Context: an optimization exercise on an open-source flow, tuned for small area. The choices shown serve that exercise and are no tape-out recipe.
At most, simulation tests tie the RTL to the original design; equivalence was not proved.
Power figures rest on the tool's default switching activity, not on a simulated workload. The flow treats the clock pin as an ideal source, which a real chip does not have.

Setup of job 4997:
==> flow/design.v (excerpt) <==
module hub75 #(
    parameter FIFO_WIDTH = 64,
    parameter OUT_REG = 6,
    parameter CLK_SPEED = 40_000_000
) (
    input wire clk,
    input wire s_axi_valid,
    output logic s_axi_ready,
    input wire reset_n,
    input wire [FIFO_WIDTH - 1 : 0] r0_in,
    input wire [FIFO_WIDTH - 1 : 0] g0_in,
    input wire [FIFO_WIDTH - 1 : 0] b0_in,
    input wire [FIFO_WIDTH - 1 : 0] r1_in,
    input wire [FIFO_WIDTH - 1 : 0] g1_in,
    input wire [FIFO_WIDTH - 1 : 0] b1_in,
    output logic r0_out,
    output logic g0_out,
    output logic b0_out,
    output logic r1_out,
    output logic g1_out,
    output logic b1_out,
    output logic [5 - 1 : 0] addr_out,
    output logic blank,
    output logic latch_out,
    output logic clk_out
);
export LEC_CHECK = 0
export CAP_MARGIN = 20
export CORE_MARGIN = 2
export CORE_UTILIZATION = 40
export CTS_BUF_LIST = sky130_fd_sc_hd__clkbuf_4
export CTS_CLUSTER_SIZE = 20
export SLEW_MARGIN = 20
create_clock -name core_clock -period 10.0 [get_ports {clk}]
standard.sh (not shown) runs the stock make flow with config.mk's settings and CLKGATE_MAP_FILE= SYNTH_SCRIPT=/design/flow/synth_recipe.tcl, a recipe that flattens the netlist after the stock synthesis.
==> flow/flow/run.sh <==
#!/bin/bash
# Standard layout, but with the smallest buffer on the ports.
set -euo pipefail
bash standard.sh "BUFFER_PORTS_ARGS=-buffer_cell sky130_fd_sc_hd__buf_1" finish > standard_flow.log 2>&1
Looking at the reports, job 4997 completed the entire flow and the layout it produced met the timing, DRC and antenna checks.
Inputs modified between job 4997 and job 6421:
- CTS_BUF_LIST no longer set, was sky130_fd_sc_hd__clkbuf_4
- CTS_CLUSTER_SIZE no longer set, was 20
==> flow/run.sh (new file) <==
#!/bin/bash
# synth_recipe.tcl (not shown) runs the flow's synth.tcl, then flattens the netlist and writes it again
# the make line also repeats each setting of config.mk as NAME=value (left out here)
make -C /OpenROAD-flow-scripts/flow DESIGN_CONFIG=/design/flow/config.mk WORK_HOME=/design/flow/orfs CLKGATE_MAP_FILE= SYNTH_SCRIPT=/design/flow/synth_recipe.tcl finish
removed: flow/flow/run.sh
removed: flow/standard.sh
==> comparison <==
- Job 6421 finished every step from synthesis to the final layout, and the layout passed the timing, DRC and antenna checks.
- [compare] base=job 4997 new=job 6421: total power of the final layout grew by about 8%; clock network contribution to total cell area shrank by 0.22 points; clock-pin slew on the worst setup and hold paths held steady; worst setup slack shrank by 110 ps; wire length reported by the detailed router grew by about 8%.
- Maximum clock frequency: job 4997 and job 6421 compared, lower one is job 6421
- Max non-clock buffer count across job 4997 and job 6421: job 6421
- The clock network fraction of design power of job 6421 exceeds that of job 4997 by 3.0 points.
- Worst hold slack after final layout: job 6421 better than job 4997
[inputs] job 529 vs job 6421
- CTS_CLUSTER_SIZE now 20, previously not set
- CTS_BUF_LIST now sky130_fd_sc_hd__clkbuf_4, previously not set
==> comparison <==
- Global-route congestion overflow total: job 6421 vs job 529 identical
- Relative to job 6421, the average routed wire per standard cell measured on job 529 has decreased by a few percent.
- Note that the total clock buffers created by CTS recorded for job 529 amounts to 2.4 times the value seen in job 6421.
- Job 529 gives more total wire length after detailed routing than job 6421 did.

== job 8349 ==
Another version of the RTL of hub75 (not shown whole).
Size: ~420 flip-flops, roughly 400 I/O pins.
Settings: LEC_CHECK=0, CAP_MARGIN=5, CORE_MARGIN=2, CORE_UTILIZATION=65, PLACE_DENSITY=0.75, SLEW_MARGIN=5; clock period 10.0 ns.
==> flow/flow/run.sh <==
#!/bin/bash
# The standard layout (standard.sh), with these changes:
#  - synthesis: no half/full-adder cells from Yosys's extract_fa, and an area-oriented abc
#    script (flow/area.abc) through flow/synth.tcl, a copy of synth_recipe.tcl;
#  - the smallest buffer on the ports;
#  - a clock tree of clkbuf_8 leaves, about 20 flip-flops each, without dummy loads.
set -euo pipefail
here=$(pwd)
FLOW_ABC_SCRIPT=$here/flow/area.abc bash standard.sh \
  "SYNTH_SCRIPT=$here/flow/synth.tcl" \
  "ADDER_MAP_FILE=" \
  "BUFFER_PORTS_ARGS=-buffer_cell sky130_fd_sc_hd__buf_1" \
  "CTS_ARGS=-sink_clustering_enable -repair_clock_nets -buf_list {sky130_fd_sc_hd__clkbuf_8} -sink_clustering_size 20 -sink_clustering_max_diameter 100 -dont_use_dummy_load" \
  finish > standard_flow.log 2>&1
==> flow/flow/area.abc <==
&get -n
&st
&dc2
&dch -f
&nf -a -R 1000
&put
==> flow/flow/synth.tcl <==
# The standard flow's synthesis script (synth_recipe.tcl), with abc's mapping script replaced by
# FLOW_ABC_SCRIPT when that is set: an area-oriented script instead of ORFS's speed one.
# Only abc's combinational mapping changes; the registers come from the same passes.
proc synth {args} { yosys synth -nofsm -noshare {*}$args }
proc abc {args} {
  set i [lsearch -exact $args -script]
  if { $i >= 0 && [info exists ::env(FLOW_ABC_SCRIPT)] } {
    lset args [expr {$i + 1}] $::env(FLOW_ABC_SCRIPT)
  }
  yosys abc {*}$args
}
source $::env(SCRIPTS_DIR)/synth.tcl
# left out here: clear keep_hierarchy, flatten, clean up, hide names made inside functions, write 1_2_yosys.v
#### Input delta (job 1780 over job 8349)
--- a/flow/flow/area.abc
+++ b/flow/flow/area.abc
@@ -3 +3 @@
-&dc2
+&syn2
--- outcome ---
Clock power of job 1780 falls short of that of job 8349 slightly.
Looking at register-to-register path setup slack across both flows, job 1780 is the weaker of the two, with job 8349 ahead.
Final critical-path share of the clock period in job 1780 is 2.0 points lower than in job 8349
| first-pass GRT wire length | higher: job 1780 |
Re maximum frequency: job 1780 is about 6% up on job 8349.
Synthesized netlist net count: job 8349 vs job 1780 — no meaningful difference
Summary: with job 8349 as the reference, sum of routed wire length over all layers in job 1780 moved up by a few percent.
Per the comparison of job 1780 with job 8349, sequential share of layout area was more or less identical, combinational power went down by about 4%, post-layout worst setup margin went up by 0.20 ns.
Input changes introduced in job 6661 (baseline for comparison: job 1780):
--- a/flow/flow/run.sh
+++ b/flow/flow/run.sh
@@ -2,3 +2,2 @@
-# The standard layout (standard.sh), with these changes:
-#  - synthesis: no half/full-adder cells from Yosys's extract_fa, and an area-oriented abc
-#    script (flow/area.abc) through flow/synth.tcl, a copy of synth_recipe.tcl;
+# The standard layout (standard.sh), with three changes:
+#  - no half/full-adder cells from Yosys's extract_fa (plain gates for abc instead);
@@ -8,4 +7 @@
-here=$(pwd)
-FLOW_ABC_SCRIPT=$here/flow/area.abc bash standard.sh \
-  "SYNTH_SCRIPT=$here/flow/synth.tcl" \
-  "ADDER_MAP_FILE=" \
+bash standard.sh "ADDER_MAP_FILE=" \
removed: flow/flow/area.abc
removed: flow/flow/synth.tcl
==> comparison <==
Comparing job 6661 against job 1780, there is no change at all in detailed-route DRC error count. Fill cell instance count of the final layout, job 6661 vs job 1780: up by more than 10%. Count of antenna diodes in the layout: job 6661 vs job 1780 down 2.
--- input diff job 6661..job 3563 ---
Settings: changing PLACE_DENSITY from 0.75 to 0.8; changing CORE_UTILIZATION from 65 to 72.
--- a/flow/flow/run.sh
+++ b/flow/flow/run.sh
@@ -2,2 +2,3 @@
-# The standard layout (standard.sh), with three changes:
-#  - no half/full-adder cells from Yosys's extract_fa (plain gates for abc instead);
+# The standard layout (standard.sh), with these changes:
+#  - synthesis: no half/full-adder cells from Yosys's extract_fa, and an area-oriented abc
+#    script (flow/area.abc) through flow/synth.tcl, a copy of synth_recipe.tcl;
@@ -7 +8,4 @@
-bash standard.sh "ADDER_MAP_FILE=" \
+here=$(pwd)
+FLOW_ABC_SCRIPT=$here/flow/area.abc bash standard.sh \
+  "SYNTH_SCRIPT=$here/flow/synth.tcl" \
+  "ADDER_MAP_FILE=" \
==> flow/flow/area.abc (new file) <==
&get -n
&st
&syn2
&dch -f
&nf -a -R 1000
&put
==> flow/flow/synth.tcl (new file) <==
# The standard flow's synthesis script (synth_recipe.tcl), with abc's mapping script replaced by
# FLOW_ABC_SCRIPT when that is set: an area-oriented script instead of ORFS's speed one.
# Only abc's combinational mapping changes; the registers come from the same passes.
proc synth {args} { yosys synth -nofsm -noshare {*}$args }
proc abc {args} {
  set i [lsearch -exact $args -script]
  if { $i >= 0 && [info exists ::env(FLOW_ABC_SCRIPT)] } {
    lset args [expr {$i + 1}] $::env(FLOW_ABC_SCRIPT)
  }
  yosys abc {*}$args
}
source $::env(SCRIPTS_DIR)/synth.tcl
# left out here: clear keep_hierarchy, flatten, clean up, hide names made inside functions, write 1_2_yosys.v
--- outcome ---
Job 3563 vs. job 6661: number of diodes added for antenna fixing fell 1; transition at the pin with the smallest max-transition slack rose 0.031 ns.
On largest voltage drop on the vdd net, job 6661 beats job 3563.
Job 3563 vs job 6661 on sum of routed wire segments on met1: job 3563 is the higher one.
When the final numbers for job 3563 and job 6661 were put side by side, the post-synth net total turned out to be smaller in job 3563.
Looking only at part of the Yosys area used for sequential elements, and setting everything else aside, the higher value of job 3563 and job 6661 goes to job 3563.

run A:
hub75, a different RTL version from the one above (not shown whole).
For scale: about 1000 cells after synthesis, about 430 flip-flops.
==> flow/design.v (excerpt) <==
module hub75 #(
    parameter FIFO_WIDTH = 64,
    parameter OUT_REG = 6,
    parameter CLK_SPEED = 40_000_000
) (
    input wire clk,
    input wire s_axi_valid,
    output logic s_axi_ready,
    input wire reset_n,
    input wire [FIFO_WIDTH - 1 : 0] r0_in,
    input wire [FIFO_WIDTH - 1 : 0] g0_in,
    input wire [FIFO_WIDTH - 1 : 0] b0_in,
    input wire [FIFO_WIDTH - 1 : 0] r1_in,
    input wire [FIFO_WIDTH - 1 : 0] g1_in,
    input wire [FIFO_WIDTH - 1 : 0] b1_in,
    output logic r0_out,
    output logic g0_out,
    output logic b0_out,
    output logic r1_out,
    output logic g1_out,
    output logic b1_out,
    output logic [5 - 1 : 0] addr_out,
    output logic blank,
    output logic latch_out,
    output logic clk_out
);
  logic ld_n;             
  logic sh, s3, s4, s5, s6, vd;
  logic [2:0] addr_cnt;
  logic [13:0] tmr;      
  logic tz;               
  logic [6:0] cnt;      
  logic [13:0] tload;
  logic done, rst_st, tterm, ldv;
  logic [5:0] head, col_q;
  logic [62:0] ring [6];
  logic [63:0] din [6];
  assign din[0] = r0_in;
  assign din[1] = g0_in;
  assign din[2] = b0_in;
  assign din[3] = r1_in;
  assign din[4] = g1_in;
  assign din[5] = b1_in;
  assign tload[0] = 8'b00011111 >> addr_cnt;
  assign tload[1] = 8'b10010010 >> addr_cnt;
  assign tload[2] = 8'b10100001 >> addr_cnt;
  assign tload[3] = 8'b11011000 >> addr_cnt;
  assign tload[4] = 8'b10111110 >> addr_cnt;
  assign tload[5] = 8'b10110110 >> addr_cnt;
  assign tload[6] = 8'b01101100 >> addr_cnt;
  assign tload[7] = 8'b01101001 >> addr_cnt;
  assign tload[8] = 8'b10001101 >> addr_cnt;
  assign tload[9] = 8'b01011010 >> addr_cnt;
  ...
export LEC_CHECK = 0
export CAP_MARGIN = 20
export CORE_MARGIN = 2
export CORE_UTILIZATION = 65
export PLACE_DENSITY = 0.75
export SLEW_MARGIN = 20
create_clock -name core_clock -period 10.0 [get_ports {clk}]
==> flow/flow/run.sh <==
#!/bin/bash
# Standard layout, with the smallest buffer on the ports and a leaner clock tree.
set -euo pipefail
bash standard.sh "BUFFER_PORTS_ARGS=-buffer_cell sky130_fd_sc_hd__buf_1" \
  "CTS_ARGS=-sink_clustering_enable -repair_clock_nets -buf_list {sky130_fd_sc_hd__clkbuf_8} -sink_clustering_size 18 -sink_clustering_max_diameter 100 -dont_use_dummy_load" \
  finish > standard_flow.log 2>&1
Run A finished end to end and its layout was clean on timing, DRC and antenna.
The following lists how run B was set up differently from run A:
# run A
export LEC_CHECK = 0
export CAP_MARGIN = 20
export CORE_MARGIN = 2
export CORE_UTILIZATION = 65
export PLACE_DENSITY = 0.75
export SLEW_MARGIN = 20
create_clock -name core_clock -period 10.0 [get_ports {clk}]
# run B
export LEC_CHECK = 0
export CAP_MARGIN = 20
export CORE_MARGIN = 2
export CORE_UTILIZATION = 40
export SLEW_MARGIN = 20
create_clock -name core_clock -period 10.0 [get_ports {clk}]
==> flow/flow/run.sh <==
#!/bin/bash
# Standard layout, with the smallest buffer on the ports and a leaner clock tree.
set -euo pipefail
bash standard.sh "BUFFER_PORTS_ARGS=-buffer_cell sky130_fd_sc_hd__buf_1" \
  "CTS_ARGS=-sink_clustering_enable -repair_clock_nets -buf_list {sky130_fd_sc_hd__clkbuf_8 sky130_fd_sc_hd__clkbuf_16} -sink_clustering_size 30 -sink_clustering_max_diameter 100 -dont_use_dummy_load" \
  finish > standard_flow.log 2>&1
- Sort run A and run B by net switching share of the total power desc -> top: run A
- Compared with run A, in run B instance count after placement with tap cells included higher; power share of the sequential group decreased 1.5 points.
Input-level comparison between run C and run B:
# run B
export LEC_CHECK = 0
export CAP_MARGIN = 20
export CORE_MARGIN = 2
export CORE_UTILIZATION = 40
export SLEW_MARGIN = 20
create_clock -name core_clock -period 10.0 [get_ports {clk}]
# run C
export LEC_CHECK = 0
export CAP_MARGIN = 20
export CORE_MARGIN = 2
export CORE_UTILIZATION = 65
export PLACE_DENSITY = 0.75
export SLEW_MARGIN = 20
create_clock -name core_clock -period 10.0 [get_ports {clk}]
==> flow/flow/run.sh <==
#!/bin/bash
# Standard layout, with the smallest buffer on the ports and a leaner clock tree.
set -euo pipefail
bash standard.sh "BUFFER_PORTS_ARGS=-buffer_cell sky130_fd_sc_hd__buf_1" \
  "CTS_ARGS=-sink_clustering_enable -repair_clock_nets -buf_list {sky130_fd_sc_hd__clkbuf_16} -sink_clustering_size 34 -sink_clustering_max_diameter 100 -dont_use_dummy_load" \
  finish > standard_flow.log 2>&1
Notes after the runs:
Against run B as the reference, run C delivers a lower cell count. The global-route wire length before repair of run B and that of run C are within noise of each other. Re worst-case hold slack: run C is 0.0047 ns down on run B. Share of cell area taken by multi-input logic gates, run B and run C: lower on run B. For the via count of the first global-routing pass, run C came in about 1.2% higher than run B did. Diff run B -> run C | layout overhead on the synthesized area | decrease of 1.5 points. Comparing run C against run B, there is no change at all in number of gates resized after cts. Comparing run B against run C, there is no change at all in post-synthesis cell type count. Of run B and run C, the higher detailed placer's ending HPWL belongs to run C. NOTE number of filler instances in the final layout run B->run C decreased by more than half. Looking at run B and run C, the non-clock buffer count is a wash.
Modified inputs, run D compared to run C
# run C
export LEC_CHECK = 0
export CAP_MARGIN = 20
export CORE_MARGIN = 2
export CORE_UTILIZATION = 65
export PLACE_DENSITY = 0.75
export SLEW_MARGIN = 20
create_clock -name core_clock -period 10.0 [get_ports {clk}]
# run D
export LEC_CHECK = 0
export CAP_MARGIN = 20
export CORE_MARGIN = 2
export CORE_UTILIZATION = 40
export SLEW_MARGIN = 20
create_clock -name core_clock -period 10.0 [get_ports {clk}]
==> flow/flow/run.sh <==
#!/bin/bash
# Standard layout, with the smallest buffer on the ports and a leaner clock tree.
set -euo pipefail
bash standard.sh "BUFFER_PORTS_ARGS=-buffer_cell sky130_fd_sc_hd__buf_1" \
  "CTS_ARGS=-sink_clustering_enable -repair_clock_nets -buf_list {sky130_fd_sc_hd__clkbuf_8} -sink_clustering_size 17 -sink_clustering_max_diameter 60 -dont_use_dummy_load" \
  finish > standard_flow.log 2>&1
Results
- Run D against run C; cell count is up by more than 10%.
- Run D | stages: all done | timing, DRC, antenna: all pass
- The run showing the greater maximum frequency is run C.
- Final net count (run D over run C): increase, 14
- Sort run C and run D by largest net degree at the start of global routing, ascending, and run D comes first.
- [compare] base=run C new=run D: number of global-route vias before repair went down by 0.62%; number of placed cells counting well taps went up by 10%.
- Comparing run C and run D, overall via count from detail_route is lower on run D.
Modified inputs, run E compared to run D
# run D
export LEC_CHECK = 0
export CAP_MARGIN = 20
export CORE_MARGIN = 2
export CORE_UTILIZATION = 40
export SLEW_MARGIN = 20
create_clock -name core_clock -period 10.0 [get_ports {clk}]
# run E
export LEC_CHECK = 0
export CAP_MARGIN = 20
export CORE_MARGIN = 2
export CORE_UTILIZATION = 65
export PLACE_DENSITY = 0.75
export SLEW_MARGIN = 20
create_clock -name core_clock -period 10.0 [get_ports {clk}]
==> flow/flow/run.sh <==
#!/bin/bash
# Standard layout, with the smallest buffer on the ports and a leaner clock tree.
set -euo pipefail
bash standard.sh "BUFFER_PORTS_ARGS=-buffer_cell sky130_fd_sc_hd__buf_1" \
  "CTS_ARGS=-sink_clustering_enable -repair_clock_nets -buf_list {sky130_fd_sc_hd__clkbuf_8} -sink_clustering_size 20 -sink_clustering_max_diameter 100 -dont_use_dummy_load" \
  finish > standard_flow.log 2>&1
## What came out
- Run E went all the way through synthesis, placement and routing and the layout is clean on timing, DRC and antenna.
- Area of the die: run E better than run D
- Delta(sequential share of layout area, run E - run D) > 0
- [run E] count of filler cells inserted in the layout fell 1552 relative to run D
- Summary — area overhead of the layout relative to synthesis, run E relative to run D: lower, by 1.8 points.
No functional check of the RTL was part of any run of this note.

==> afterwards: timing with drivers on the ports <==
How much do the figures lean on ideal ports? The routed layouts below were timed once more, with nothing changed but the port constraints. Step 1 assumes that a clkbuf_16 drives the clock port and a buf_2 every other input. Step 2 also shifts input and output timing later by t, the mid clock arrival at the registers, as if the neighbouring blocks saw the same clock. a / b / c = no drivers / after step 1 / after step 2; a / b = the first two.
run | t (ns) | setup slack, ns | hold WS [ns] | worst setup path after step 2 | latest minus earliest clock arrival (ns)
job 4997 | 0.738 | 6.161 / 6.120 / 6.114 | 0.386 / 0.386 / 0.386 | input to register | 0.041 / 0.041
job 6421 | 0.567 | 6.053 / 6.007 / 5.798 | 0.397 / 0.397 / 0.397 | input to register | 0.020 / 0.021
job 529 | 0.736 | 5.895 / 5.857 / 5.810 | 0.380 / 0.380 / 0.380 | input to register | 0.048 / 0.048
job 8349 | 0.582 | 6.344 / 6.303 / 6.819 | 0.338 / 0.338 / 0.338 | register to register | 0.077 / 0.077
job 1780 | 0.572 | 6.540 / 6.498 / 6.798 | 0.331 / 0.331 / 0.331 | register to register | 0.074 / 0.074
job 6661 | 0.589 | 6.212 / 6.171 / 6.517 | 0.356 / 0.356 / 0.356 | register to register | 0.071 / 0.072
job 3563 | 0.569 | 6.131 / 6.092 / 6.467 | 0.375 / 0.375 / 0.375 | register to register | 0.072 / 0.072
run A | 0.604 | 6.154 / 6.115 / 6.719 | 0.402 / 0.402 / 0.402 | register to output | 0.033 / 0.034
run B | 0.552 | 6.303 / 6.253 / 6.806 | 0.374 / 0.374 / 0.374 | register to output | 0.055 / 0.055
run C | 0.536 | 6.317 / 6.268 / 6.805 | 0.369 / 0.369 / 0.369 | register to output | 0.057 / 0.057
run D | 0.629 | 6.259 / 6.211 / 6.840 | 0.387 / 0.387 / 0.387 | register to output | 0.057 / 0.057
run E | 0.577 | 6.208 / 6.168 / 6.745 | 0.353 / 0.353 / 0.353 | register to output | 0.100 / 0.100
After both steps every run listed still meets setup and hold. For job 6421, which loses most, drivers alone change the setup slack by -0.046 ns; drivers and shift together by -0.255 ns.
